Background: an optimization exercise with open tools, aiming at small area. Do not read the settings as production practice. Only simulation tests tie the RTL to the original design; equivalence was not proved. No activity file was given, so power comes from the tool's default toggle rates.

==> v18 <==
Design Top_Memory_Game, start of the top module:
module Top_Memory_Game (
    input wire clk,
    input wire rst_n,
    input wire [7:0] btn_raw,
    output wire [7:0] led_out,
    output wire [7:0] seg_data,
    output wire [7:0] seg_sel,
    output reg pwm_servo,
    output wire lcd_rs,
    output wire lcd_rw,
    output wire lcd_en,
    output reg [7:0] lcd_data
);
Settings: LEC_CHECK=0, CAP_MARGIN=20, CORE_MARGIN=2, CORE_UTILIZATION=60, CTS_BUF_LIST=sky130_fd_sc_hd__clkbuf_8, CTS_CLUSTER_DIAMETER=60, CTS_CLUSTER_SIZE=16, SLEW_MARGIN=20; clock period 25.0 ns.
run.sh (not shown) runs the stock make flow with config.mk's settings and CLKGATE_MAP_FILE= SYNTH_SCRIPT=/design/flow/synth_recipe.tcl, a recipe that flattens the netlist after the stock synthesis.
==> v8 (differences from v18) <==
==> flow/flow/run.sh (new file) <==
#!/bin/bash
# Own layout flow: the standard ORFS flow (standard.sh) with two changes:
#  - Yosys's ABC technology mapping uses an area-oriented script
#    (flow/abc_area_deep.script) in place of ORFS's delay-oriented one;
#  - the port buffers are buf_1 cells.
# Everything else (synthesis script, floorplan, power grid, CTS, routing) is
# ORFS's own. Each tool's output goes to its own log under orfs/logs/, and
# make's output to flow_make.log.
set -euo pipefail
W=$(pwd)
rm -rf "$W/orfs_scripts"
mkdir -p "$W/orfs_scripts"
cp -r "$FLOW_HOME/scripts/." "$W/orfs_scripts/"
cp "$W/flow/abc_area_deep.script" "$W/orfs_scripts/abc_speed.script"
bash "$W/standard.sh" "SCRIPTS_DIR=$W/orfs_scripts" \
    "BUFFER_PORTS_ARGS=-buffer_cell sky130_fd_sc_hd__buf_1" finish > "$W/flow_make.log" 2>&1
test -f "$W/out/final.def"
==> flow/flow/abc_area_deep.script (new file) <==
strash
&get -n
&deepsyn -T 120
&put
dch
amap
==> flow/standard.sh (new file) <==
#!/bin/bash
# synth_recipe.tcl (not shown) runs the flow's synth.tcl, then flattens the netlist and writes it again
# the make line also repeats each setting of config.mk as NAME=value (left out here)
make -C /OpenROAD-flow-scripts/flow DESIGN_CONFIG=/design/flow/config.mk WORK_HOME=/design/flow/orfs CLKGATE_MAP_FILE= SYNTH_SCRIPT=/design/flow/synth_recipe.tcl "${@:-finish}"
removed: flow/run.sh
==> comparison table <==
| item | v18 | v8 |
|---|---|---|
| Outcome | no timing/DRC/antenna violations | no timing/DRC/antenna violations |
| Max FO, Critical Path | 9 | 8 |
| Largest area class, layout | multi-input gates | registers |
| Part of the Yosys area used for sequential elements | 45.1% | 49.4% |
| Endpoint of the most critical register-to-register path | ph[4] | idx[3] |
| Wire length of the first global-routing pass | 40900 um | 39800 um |
| Part of the cycle the worst path needs | 35.8% | 35.4% |
| Worst Path Buf+Inv | 2 | 3 |
| Clk Latency, worst-skew pair | 570 ps | 530 ps |
| Distinct cell type count of the synthesized netlist | 98 | 50 |
| Synthesized-area fraction occupied by and/or/nand/nor cells | 20.8% | 20.4% |
| Slew @ Worst Pin | 919 ps | 931 ps |
| Critical path data arrival time | 3960 ps | 3840 ps |
| Worst R2R Start | round[1] | idx[2] |
| Netlist area before placement | 11100 sq um | 10200 sq um |
| Final design instance area without fill | 12100 sq um | 11000 sq um |
| Final Core Density | 66.7% | 66.3% |
| Cts bufs inserted | 20 | 19 |
| Layout net count | 1249 | 1298 |
| Worst slack on hold paths | 326 ps | 335 ps |
| Clk pwr | 233 uW | 207 uW |
| Sw frac | 23.5% | 23.4% |
| Worst-case register-to-register setup slack | 21620 ps | 19840 ps |
| Wire length on met1 | 11000 um | 11000 um |
| Fraction of final layout cells sized beyond drive strength 1 | 7.06% | 3.39% |
| Fraction of met1 tracks used by global routing | 35.7% | 38.9% |
| Share of power burned in registers | 59.3% | 62.1% |

========
==> v29 <==
Top_Memory_Game, a different RTL version from the one above (not shown whole).
// Top_Memory_Game
module Top_Memory_Game (
    input wire clk,
    input wire rst_n,
    input wire [7:0] btn_raw,
    output wire [7:0] led_out,
    output wire [7:0] seg_data,
    output wire [7:0] seg_sel,
    output reg pwm_servo,
    output wire lcd_rs,
    output wire lcd_rw,
    output wire lcd_en,
    output reg [7:0] lcd_data
);
==> flow/config.mk <==
export PLATFORM = sky130hd
export DESIGN_NAME = Top_Memory_Game
export DESIGN_NICKNAME = Top_Memory_Game
export VERILOG_FILES = /design/flow/design.v
export SDC_FILE = /design/flow/constraint.sdc
export NUM_CORES = 4
export LEC_CHECK = 0
export CAP_MARGIN = 20
export CORE_MARGIN = 2
export CORE_UTILIZATION = 75
export CTS_BUF_LIST = sky130_fd_sc_hd__clkbuf_8
export CTS_CLUSTER_DIAMETER = 60
export CTS_CLUSTER_SIZE = 20
export SLEW_MARGIN = 20
==> flow/constraint.sdc <==
create_clock -name core_clock -period 25.0 [get_ports {clk}]
set_input_delay 5.0000 -clock core_clock [delete_from_list [all_inputs] [get_ports {clk}]]
set_output_delay 5.0000 -clock core_clock [all_outputs]
set_load 0.01 [all_outputs]
standard.sh (not shown) runs the stock make flow with config.mk's settings and CLKGATE_MAP_FILE= SYNTH_SCRIPT=/design/flow/synth_recipe.tcl, a recipe that flattens the netlist after the stock synthesis.
==> flow/flow/run.sh <==
#!/bin/bash
# Own layout flow: the standard ORFS flow (standard.sh) with these changes:
#  - Yosys's ABC technology mapping uses an area-oriented script
#    (flow/abc_area.script) in place of ORFS's delay-oriented one;
#  - adders are left to ABC (no ORFS half/full-adder cell mapping);
#  - the port buffers are buf_1 cells;
#  - clock tree synthesis adds no dummy loads (same clustering settings
#    as config.mk's CTS_* values).
# Everything else (synthesis script, floorplan, power grid, placement,
# routing) is ORFS's own. Each tool's output goes to its own log under
# orfs/logs/, and make's output to flow_make.log.
set -euo pipefail
W=$(pwd)
rm -rf "$W/orfs_scripts"
mkdir -p "$W/orfs_scripts"
cp -r "$FLOW_HOME/scripts/." "$W/orfs_scripts/"
cp "$W/flow/abc_area.script" "$W/orfs_scripts/abc_speed.script"
CTS="-sink_clustering_enable -repair_clock_nets -dont_use_dummy_load"
CTS="$CTS -sink_clustering_size 20 -sink_clustering_max_diameter 60"
CTS="$CTS -buf_list sky130_fd_sc_hd__clkbuf_8 -root_buf sky130_fd_sc_hd__clkbuf_2 -tree_buf sky130_fd_sc_hd__clkbuf_2"
bash "$W/standard.sh" "SCRIPTS_DIR=$W/orfs_scripts" "ADDER_MAP_FILE=" \
    "BUFFER_PORTS_ARGS=-buffer_cell sky130_fd_sc_hd__buf_1" \
    "CTS_ARGS=$CTS" finish > "$W/flow_make.log" 2>&1
test -f "$W/out/final.def"
==> flow/flow/abc_area.script <==
strash
&get -n
&deepsyn -T 60
&put
dch
&get -n
&nf -a -R 200
&put
==> inputs of v17, as changes to v29 <==
--- a/flow/design.v
+++ b/flow/design.v
@@ -23,13 +23,13 @@
             wire       clr = btn_in[g] ^ db_prev[g];
             assign db_hit[g] = (d == DB_HIT);
             always @(posedge clk)
                 d <= clr ? 10'd0 : {~d[8:0], ~(d[9] ^ d[6])};
         end
     endgenerate
-    always @(posedge clk) begin
+    always @(posedge clk or negedge rst_n) begin
         if (!rst_n) begin
             db_prev <= 8'd0;
             db_out  <= 8'd0;
         end else begin
             db_prev <= btn_in;
             for (j = 0; j < 8; j = j + 1)
==> flow/flow/run.sh (replaced) <==
#!/bin/bash
# Own layout flow: the standard ORFS flow (standard.sh) with three changes:
#  - Yosys's ABC technology mapping uses an area-oriented script
#    (flow/abc_area.script) in place of ORFS's delay-oriented one;
#  - adders are left to ABC (no ORFS half/full-adder cell mapping);
#  - the port buffers are buf_1 cells.
# Everything else (synthesis script, floorplan, power grid, CTS, routing) is
# ORFS's own. Each tool's output goes to its own log under orfs/logs/, and
# make's output to flow_make.log.
set -euo pipefail
W=$(pwd)
rm -rf "$W/orfs_scripts"
mkdir -p "$W/orfs_scripts"
cp -r "$FLOW_HOME/scripts/." "$W/orfs_scripts/"
cp "$W/flow/abc_area.script" "$W/orfs_scripts/abc_speed.script"
bash "$W/standard.sh" "SCRIPTS_DIR=$W/orfs_scripts" "ADDER_MAP_FILE=" \
    "BUFFER_PORTS_ARGS=-buffer_cell sky130_fd_sc_hd__buf_1" finish > "$W/flow_make.log" 2>&1
test -f "$W/out/final.def"
--- a/flow/config.mk
+++ b/flow/config.mk
@@ -6,9 +6,9 @@
 export NUM_CORES = 4
 export LEC_CHECK = 0
 export CAP_MARGIN = 20
 export CORE_MARGIN = 2
 export CORE_UTILIZATION = 75
 export CTS_BUF_LIST = sky130_fd_sc_hd__clkbuf_8
-export CTS_CLUSTER_DIAMETER = 60
-export CTS_CLUSTER_SIZE = 20
+export CTS_CLUSTER_DIAMETER = 40
+export CTS_CLUSTER_SIZE = 24
 export SLEW_MARGIN = 20
==> inputs of v22, as changes to v29 <==
--- a/flow/design.v
+++ b/flow/design.v
@@ -23,13 +23,13 @@
             wire       clr = btn_in[g] ^ db_prev[g];
             assign db_hit[g] = (d == DB_HIT);
             always @(posedge clk)
                 d <= clr ? 10'd0 : {~d[8:0], ~(d[9] ^ d[6])};
         end
     endgenerate
-    always @(posedge clk) begin
+    always @(posedge clk or negedge rst_n) begin
         if (!rst_n) begin
             db_prev <= 8'd0;
             db_out  <= 8'd0;
         end else begin
             db_prev <= btn_in;
             for (j = 0; j < 8; j = j + 1)
==> flow/flow/run.sh (replaced) <==
#!/bin/bash
# Own layout flow: the standard ORFS flow (standard.sh) with three changes:
#  - Yosys's ABC technology mapping uses an area-oriented script
#    (flow/abc_area.script) in place of ORFS's delay-oriented one;
#  - adders are left to ABC (no ORFS half/full-adder cell mapping);
#  - the port buffers are buf_1 cells.
# Everything else (synthesis script, floorplan, power grid, CTS, routing) is
# ORFS's own. Each tool's output goes to its own log under orfs/logs/, and
# make's output to flow_make.log.
set -euo pipefail
W=$(pwd)
rm -rf "$W/orfs_scripts"
mkdir -p "$W/orfs_scripts"
cp -r "$FLOW_HOME/scripts/." "$W/orfs_scripts/"
cp "$W/flow/abc_area.script" "$W/orfs_scripts/abc_speed.script"
bash "$W/standard.sh" "SCRIPTS_DIR=$W/orfs_scripts" "ADDER_MAP_FILE=" \
    "BUFFER_PORTS_ARGS=-buffer_cell sky130_fd_sc_hd__buf_1" finish > "$W/flow_make.log" 2>&1
test -f "$W/out/final.def"
--- a/flow/config.mk
+++ b/flow/config.mk
@@ -6,9 +6,9 @@
 export NUM_CORES = 4
 export LEC_CHECK = 0
 export CAP_MARGIN = 20
 export CORE_MARGIN = 2
 export CORE_UTILIZATION = 75
 export CTS_BUF_LIST = sky130_fd_sc_hd__clkbuf_8
-export CTS_CLUSTER_DIAMETER = 60
+export CTS_CLUSTER_DIAMETER = 50
 export CTS_CLUSTER_SIZE = 20
 export SLEW_MARGIN = 20
==> inputs of v34, as changes to v29 <==
--- a/flow/design.v
+++ b/flow/design.v
@@ -23,13 +23,13 @@
             wire       clr = btn_in[g] ^ db_prev[g];
             assign db_hit[g] = (d == DB_HIT);
             always @(posedge clk)
                 d <= clr ? 10'd0 : {~d[8:0], ~(d[9] ^ d[6])};
         end
     endgenerate
-    always @(posedge clk) begin
+    always @(posedge clk or negedge rst_n) begin
         if (!rst_n) begin
             db_prev <= 8'd0;
             db_out  <= 8'd0;
         end else begin
             db_prev <= btn_in;
             for (j = 0; j < 8; j = j + 1)
==> flow/flow/run.sh (replaced) <==
#!/bin/bash
# Own layout flow: the standard ORFS flow (standard.sh) with three changes:
#  - Yosys's ABC technology mapping uses an area-oriented script
#    (flow/abc_area.script) in place of ORFS's delay-oriented one;
#  - adders are left to ABC (no ORFS half/full-adder cell mapping);
#  - the port buffers are buf_1 cells.
# Everything else (synthesis script, floorplan, power grid, CTS, routing) is
# ORFS's own. Each tool's output goes to its own log under orfs/logs/, and
# make's output to flow_make.log.
set -euo pipefail
W=$(pwd)
rm -rf "$W/orfs_scripts"
mkdir -p "$W/orfs_scripts"
cp -r "$FLOW_HOME/scripts/." "$W/orfs_scripts/"
cp "$W/flow/abc_area.script" "$W/orfs_scripts/abc_speed.script"
bash "$W/standard.sh" "SCRIPTS_DIR=$W/orfs_scripts" "ADDER_MAP_FILE=" \
    "BUFFER_PORTS_ARGS=-buffer_cell sky130_fd_sc_hd__buf_1" finish > "$W/flow_make.log" 2>&1
test -f "$W/out/final.def"
==> flow/config.mk (replaced) <==
export PLATFORM = sky130hd
export DESIGN_NAME = Top_Memory_Game
export DESIGN_NICKNAME = Top_Memory_Game
export VERILOG_FILES = /design/flow/design.v
export SDC_FILE = /design/flow/constraint.sdc
export NUM_CORES = 4
export LEC_CHECK = 0
export CAP_MARGIN = 20
export CORE_MARGIN = 2
export CORE_UTILIZATION = 60
export CTS_BUF_LIST = sky130_fd_sc_hd__clkbuf_8
export CTS_CLUSTER_DIAMETER = 60
export CTS_CLUSTER_SIZE = 16
export SLEW_MARGIN = 20
==> out/results.txt <==
via count - 7866
status - finished clean
post-route design area - 9760 sq um
Final HPWL DP - 15700 um
Tot Pwr - 0.802 mW
clk pwr - 0.193 mW
Worst Path Arrival - 2.97 ns
num rows - 40
Mapped Area - 9050 sq um
Num CTS Buffers - 17
That was v22.
==> out/results.txt <==
Worst Path Arrival - 3.07 ns
Num CTS Buffers - 15
clk pwr - 0.145 mW
post-route design area - 9590 sq um
Final HPWL DP - 15200 um
Tot Pwr - 0.753 mW
status - finished clean
Mapped Area - 9060 sq um
That was v29.
==> out/results.txt <==
num rows - 40
setup tns final - 0 ns
status - finished clean
Mapped Area - 9050 sq um
clk pwr - 0.255 mW
post-route design area - 9950 sq um
Worst Path Arrival - 2.97 ns
Final HPWL DP - 15700 um
Num CTS Buffers - 24
That was v17.
==> out/results.txt <==
clk pwr - 0.196 mW
num rows - 44
Final HPWL DP - 14300 um
Worst Path Arrival - 3.24 ns
Tot Pwr - 0.852 mW
Leakage Power - 3.79 nW
Min Hold Slack - 0.323 ns
Internal Power - 0.555 mW
Mapped Area - 9070 sq um
via count - 7359
status - finished clean
That was v34.

[re-timing with driven ports]
Ports are ideal in the flow. The routed layouts listed here were re-timed in OpenROAD. Step 1 assumes that a clkbuf_16 drives the clock port and a buf_2 every other input. Step 2 adds t to the input delays and takes it off the output delays; t is the mean of the earliest and latest rising clock arrival at the registers after step 1. Input paths then give back, and output paths get back, about the clock's delay inside the block. a / b / c = ideal ports / drivers / drivers and shift; a / b = the first two.
run | t, ns | slack for setup (ns) | hold WS [ns] | pins driven straight from the clock port
v18 | 0.586 | 16.038 / 15.995 / 16.581 | 0.326 / 0.326 / 0.326 | 1
v8 | 0.564 | 16.156 / 16.115 / 16.678 | 0.335 / 0.335 / 0.335 | 1
v29 | 0.714 | 16.933 / 16.899 / 17.613 | 0.366 / 0.366 / 0.366 | 1
v17 | 0.591 | 17.030 / 16.995 / 17.587 | 0.345 / 0.345 / 0.345 | 1
v22 | 0.546 | 17.026 / 16.987 / 17.533 | 0.357 / 0.357 / 0.357 | 1
v34 | 0.534 | 16.757 / 16.717 / 17.251 | 0.323 / 0.323 / 0.323 | 1
After both steps every run listed still meets setup and hold.
